Background: an optimization exercise with open tools, aiming at small area and a short achievable clock period. Do not read the settings as production practice. RTL that was checked went through simulation tests only; none was proved equivalent to the original. No activity file was given, so power comes from the tool's default toggle rates.

## reg_32x32
module reg_32x32(clk,WE,RA,RB,RW,busA,busB,busW
    );
	input clk,WE;
	input [4:0]RA,RB,RW;
	input [31:0]busW;
	output [31:0]busA,busB;
	wire [4:0] RWn;
	wire WEn, z1, z2, wnz;
	wire [3:0] wlo;
	wire [7:0] whi;
	wire [31:1] we, nwe;
	wire [31:0] selA, selB;
	genvar i, r, j;
	generate for (i = 0; i < 5; i = i + 1) begin : wb
		rf_inv inv(.a(RW[i]), .y(RWn[i]));
	end endgenerate
	rf_inv wei(.a(WE), .y(WEn));
	rf_pdec2 wpl(.a(RW[1:0]), .an(RWn[1:0]), .yn(wlo));
	rf_pdec3 wph(.a(RW[4:2]), .an(RWn[4:2]), .yn(whi));
	rf_nor3 wz1(.a(RW[0]), .b(RW[1]), .c(RW[2]), .y(z1));
	rf_nor2 wz2(.a(RW[3]), .b(RW[4]), .y(z2));
	rf_nand2 wz(.a(z1), .b(z2), .y(wnz));
	generate for (r = 1; r < 32; r = r + 1) begin : g
		reg [31:0] q;
		wire [31:0] d;
		rf_nor3 w(.a(wlo[r % 4]), .b(whi[r / 4]), .c(WEn), .y(we[r]));
		rf_inv wn(.a(we[r]), .y(nwe[r]));
		for (j = 0; j < 32; j = j + 1) begin : n
			rf_next n(.q(q[j]), .b(busW[j]), .we(we[r]), .nwe(nwe[r]), .d(d[j]));
		end
		always @(posedge clk)
			q <= d;
	end endgenerate
	rf_rdsel sa(.A(RA), .RW(RW), .WE(WE), .wnz(wnz), .we(we), .sel(selA));
	rf_rdsel sb(.A(RB), .RW(RW), .WE(WE), .wnz(wnz), .we(we), .sel(selB));
	generate for (j = 0; j < 32; j = j + 1) begin : b
		wire [31:0] col;
		assign col[0] = busW[j];
		for (r = 1; r < 32; r = r + 1) begin : c
			assign col[r] = g[r].q[j];
		end
		rf_rdbit ra(.sel(selA), .d(col), .y(busA[j]));
		rf_rdbit rb(.sel(selB), .d(col), .y(busB[j]));
	end endgenerate
endmodule
For scale: about 3200 cells after synthesis, roughly 990 flip-flops, ~39000 um2 of cells after synthesis.
export LEC_CHECK = 0
export CAP_MARGIN = 20
export CORE_MARGIN = 2
export CORE_UTILIZATION = 55
export CTS_BUF_LIST = sky130_fd_sc_hd__clkbuf_8
export SETUP_SLACK_MARGIN = 5
export SLEW_MARGIN = 20
export SYNTH_HIERARCHICAL = 1
create_clock -name core_clock -period 9.0 [get_ports {clk}]
run.sh (not shown) runs the stock make flow with config.mk's settings and CLKGATE_MAP_FILE= SYNTH_SCRIPT=/design/flow/synth_recipe.tcl, a recipe that flattens the netlist after the stock synthesis.
The starting point ran to the end with no violations.
Edit:
CTS_BUF_LIST = default   (was sky130_fd_sc_hd__clkbuf_8)
Total power rose by a few percent.
Setup slack gains 0.051 ns.
Global-route usage rose by 0.23 points.
Wire length barely changes.
Die area stays the same.
Synthesized area does not change.
Sequential power stays flat.
Core utilization fell by 0.42 points.
Count of clock-buffer cells in the layout fell by 54.
Sequential share of layout area rose by 0.22 points.
No functional check of the RTL was part of any run of this note.

========
== delta ==
The RTL this note starts from:
==> flow/design.v <==
`timescale 1ns / 1ps
module rf_inv(a, y);
	input a;
	output y;
	assign y = !a;
endmodule
module rf_nand2(a, b, y);
	input a, b;
	output y;
	assign y = !(a & b);
endmodule
module rf_nand3(a, b, c, y);
	input a, b, c;
	output y;
	assign y = !(a & b & c);
endmodule
module rf_nand4(a, b, c, d, y);
	input a, b, c, d;
	output y;
	assign y = !(a & b & c & d);
endmodule
module rf_nor2(a, b, y);
	input a, b;
	output y;
	assign y = !(a | b);
endmodule
module rf_nor3(a, b, c, y);
	input a, b, c;
	output y;
	assign y = !(a | b | c);
endmodule
module rf_xnor2(a, b, y);
	input a, b;
	output y;
	assign y = !(a ^ b);
endmodule
module rf_pdec2(a, an, yn);
	input [1:0] a, an;
	output [3:0] yn;
	genvar k;
	generate for (k = 0; k < 4; k = k + 1) begin : g
		rf_nand2 n(.a(k[0] ? a[0] : an[0]), .b(k[1] ? a[1] : an[1]), .y(yn[k]));
	end endgenerate
endmodule
module rf_pdec3(a, an, yn);
	input [2:0] a, an;
	output [7:0] yn;
	genvar k;
	generate for (k = 0; k < 8; k = k + 1) begin : g
		rf_nand3 n(.a(k[0] ? a[0] : an[0]), .b(k[1] ? a[1] : an[1]),
		           .c(k[2] ? a[2] : an[2]), .y(yn[k]));
	end endgenerate
endmodule
module rf_rdsel(A, RW, WE, wnz, we, sel);
	input [4:0] A, RW;
	input WE, wnz;
	input [31:1] we;
	output [31:0] sel;
	wire [4:0] An, eq;
	wire [3:0] lo;
	wire [7:0] hi;
	wire h1, h2;
	genvar i, r;
	generate for (i = 0; i < 5; i = i + 1) begin : b
		rf_inv inv(.a(A[i]), .y(An[i]));
		rf_xnor2 x(.a(A[i]), .b(RW[i]), .y(eq[i]));
	end endgenerate
	rf_pdec2 pl(.a(A[1:0]), .an(An[1:0]), .yn(lo));
	rf_pdec3 ph(.a(A[4:2]), .an(An[4:2]), .yn(hi));
	generate for (r = 1; r < 32; r = r + 1) begin : s
		rf_nor3 n(.a(lo[r % 4]), .b(hi[r / 4]), .c(we[r]), .y(sel[r]));
	end endgenerate
	rf_nand3 n1(.a(eq[0]), .b(eq[1]), .c(eq[2]), .y(h1));
	rf_nand4 n2(.a(eq[3]), .b(eq[4]), .c(WE), .d(wnz), .y(h2));
	rf_nor2 n3(.a(h1), .b(h2), .y(sel[0]));
endmodule
module rf_or8(s, d, y);
	input [7:0] s, d;
	output y;
	assign y = |(s & d);
endmodule
module rf_rdbit(sel, d, y);
	input [31:0] sel, d;
	output y;
	wire [3:0] o;
	wire [1:0] p;
	genvar k;
	generate for (k = 0; k < 4; k = k + 1) begin : n
		rf_or8 x(.s(sel[8*k+7:8*k]), .d(d[8*k+7:8*k]), .y(o[k]));
	end endgenerate
	rf_nor2 r0(.a(o[0]), .b(o[1]), .y(p[0]));
	rf_nor2 r1(.a(o[2]), .b(o[3]), .y(p[1]));
	rf_nand2 f(.a(p[0]), .b(p[1]), .y(y));
endmodule
module reg_32x32(clk,WE,RA,RB,RW,busA,busB,busW
    );
	input clk,WE;
	input [4:0]RA,RB,RW;
	input [31:0]busW;
	output [31:0]busA,busB;
	wire [4:0] RWn;
	wire WEn, z1, z2, wnz;
	wire [3:0] wlo;
	wire [7:0] whi;
	wire [31:1] we;
	wire [31:0] selA, selB;
	genvar i, r, j;
	generate for (i = 0; i < 5; i = i + 1) begin : wb
		rf_inv inv(.a(RW[i]), .y(RWn[i]));
	end endgenerate
	rf_inv wei(.a(WE), .y(WEn));
	rf_pdec2 wpl(.a(RW[1:0]), .an(RWn[1:0]), .yn(wlo));
	rf_pdec3 wph(.a(RW[4:2]), .an(RWn[4:2]), .yn(whi));
	rf_nor3 wz1(.a(RW[0]), .b(RW[1]), .c(RW[2]), .y(z1));
	rf_nor2 wz2(.a(RW[3]), .b(RW[4]), .y(z2));
	rf_nand2 wz(.a(z1), .b(z2), .y(wnz));
	reg [31:0] file_array [31:1];
	always @(posedge clk)
		if (WE && (RW != 0)) file_array[RW] <= busW;
	generate for (r = 1; r < 32; r = r + 1) begin : g
		wire [31:0] q = file_array[r];
		rf_nor3 w(.a(wlo[r % 4]), .b(whi[r / 4]), .c(WEn), .y(we[r]));
	end endgenerate
	rf_rdsel sa(.A(RA), .RW(RW), .WE(WE), .wnz(wnz), .we(we), .sel(selA));
	rf_rdsel sb(.A(RB), .RW(RW), .WE(WE), .wnz(wnz), .we(we), .sel(selB));
	generate for (j = 0; j < 32; j = j + 1) begin : b
		wire [31:0] col;
		assign col[0] = busW[j];
		for (r = 1; r < 32; r = r + 1) begin : c
			assign col[r] = g[r].q[j];
		end
		rf_rdbit ra(.sel(selA), .d(col), .y(busA[j]));
		rf_rdbit rb(.sel(selB), .d(col), .y(busB[j]));
	end endgenerate
endmodule
==> flow/config.mk <==
export PLATFORM = sky130hd
export DESIGN_NAME = reg_32x32
export DESIGN_NICKNAME = reg_32x32
export VERILOG_FILES = /design/flow/design.v
export SDC_FILE = /design/flow/constraint.sdc
export NUM_CORES = 4
export LEC_CHECK = 0
export CAP_MARGIN = 10
export CORE_MARGIN = 2
export CORE_UTILIZATION = 45
export CTS_BUF_LIST = sky130_fd_sc_hd__clkbuf_4 sky130_fd_sc_hd__clkbuf_8 sky130_fd_sc_hd__clkbuf_16
export CTS_CLUSTER_DIAMETER = 100
export CTS_CLUSTER_SIZE = 25
export SETUP_SLACK_MARGIN = 3.0
export SLEW_MARGIN = 10
export SYNTH_HIERARCHICAL = 1
==> flow/constraint.sdc <==
create_clock -name core_clock -period 9.0 [get_ports {clk}]
set_input_delay 1.8000 -clock core_clock [delete_from_list [all_inputs] [get_ports {clk}]]
set_output_delay 1.8000 -clock core_clock [all_outputs]
set_load 0.01 [all_outputs]
delta: no failed stages, no open violations at the end
What harbor does differently from delta at the input level:
==> flow/flow/run.sh (new file) <==
#!/bin/bash
set -euo pipefail
export BUFFER_PORTS_ARGS="-buffer_cell sky130_fd_sc_hd__buf_2"
export CTS_ARGS="-sink_clustering_enable -repair_clock_nets -dont_use_dummy_load -buf_list {sky130_fd_sc_hd__clkbuf_4 sky130_fd_sc_hd__clkbuf_8 sky130_fd_sc_hd__clkbuf_16} -sink_clustering_size 25 -sink_clustering_max_diameter 100"
bash standard.sh > flow.log 2>&1
==> flow/standard.sh (new file) <==
#!/bin/bash
# synth_recipe.tcl (not shown) runs the flow's synth.tcl, then flattens the netlist and writes it again
# the make line also repeats each setting of config.mk as NAME=value (left out here)
make -C /OpenROAD-flow-scripts/flow DESIGN_CONFIG=/design/flow/config.mk WORK_HOME=/design/flow/orfs CLKGATE_MAP_FILE= SYNTH_SCRIPT=/design/flow/synth_recipe.tcl "${@:-finish}"
diff --git a/flow/config.mk b/flow/config.mk
--- a/flow/config.mk
+++ b/flow/config.mk
@@ -10,6 +10,3 @@
 export CORE_UTILIZATION = 45
-export CTS_BUF_LIST = sky130_fd_sc_hd__clkbuf_4 sky130_fd_sc_hd__clkbuf_8 sky130_fd_sc_hd__clkbuf_16
-export CTS_CLUSTER_DIAMETER = 100
-export CTS_CLUSTER_SIZE = 25
-export SETUP_SLACK_MARGIN = 3.0
+export SETUP_SLACK_MARGIN = 3.3
 export SLEW_MARGIN = 10
removed: flow/run.sh
## What came out
- Count of clock-net buffers in the final layout: lower on harbor
- harbor vs. delta: worst setup slack went up by 350 ps.
- For the worst hold margin, harbor came in 320 ps lower than delta did.
- Between delta and harbor, the clock transition at the registers of the reported paths figures differ only marginally.
- Changes observed in harbor relative to delta: combinational power now smaller; net switching power now smaller; highest clock rate now larger.

==> separate check: timing with driven ports <==
Ports are ideal in the flow. The routed layouts listed here were re-timed in OpenROAD.
Step 1: set_driving_cell puts a clkbuf_16 on clk and a buf_2 on each other input, an assumption about the parent block.
Step 2 times the ports against the registers' clock, not the clock port: input delays grow and output delays shrink by t, the midpoint of the rising clock arrivals with the driver on.
a / b / c = ideal ports / drivers / drivers and shift; a / b = the first two.
run	shift t [ns]	setup WS [ns]	worst setup path after step 2	clock arrival spread, ns	slew at the worst register clock pin (ns)
the first run of note 1	0.891	2.472 / 2.422 / 2.422	input to output	0.058 / 0.058	0.07 / 0.07
the second run of note 1	0.732	2.523 / 2.469 / 2.469	input to output	0.029 / 0.029	0.07 / 0.07
delta	0.710	2.782 / 2.747 / 2.747	input to output	0.019 / 0.020	0.11 / 0.11
harbor	0.703	3.128 / 3.032 / 3.032	input to output	0.045 / 0.045	0.10 / 0.10
After both steps every run listed still meets setup and hold. The setup slack of harbor, which loses most, moves by -0.096 ns with the drivers and by -0.096 ns with both steps.
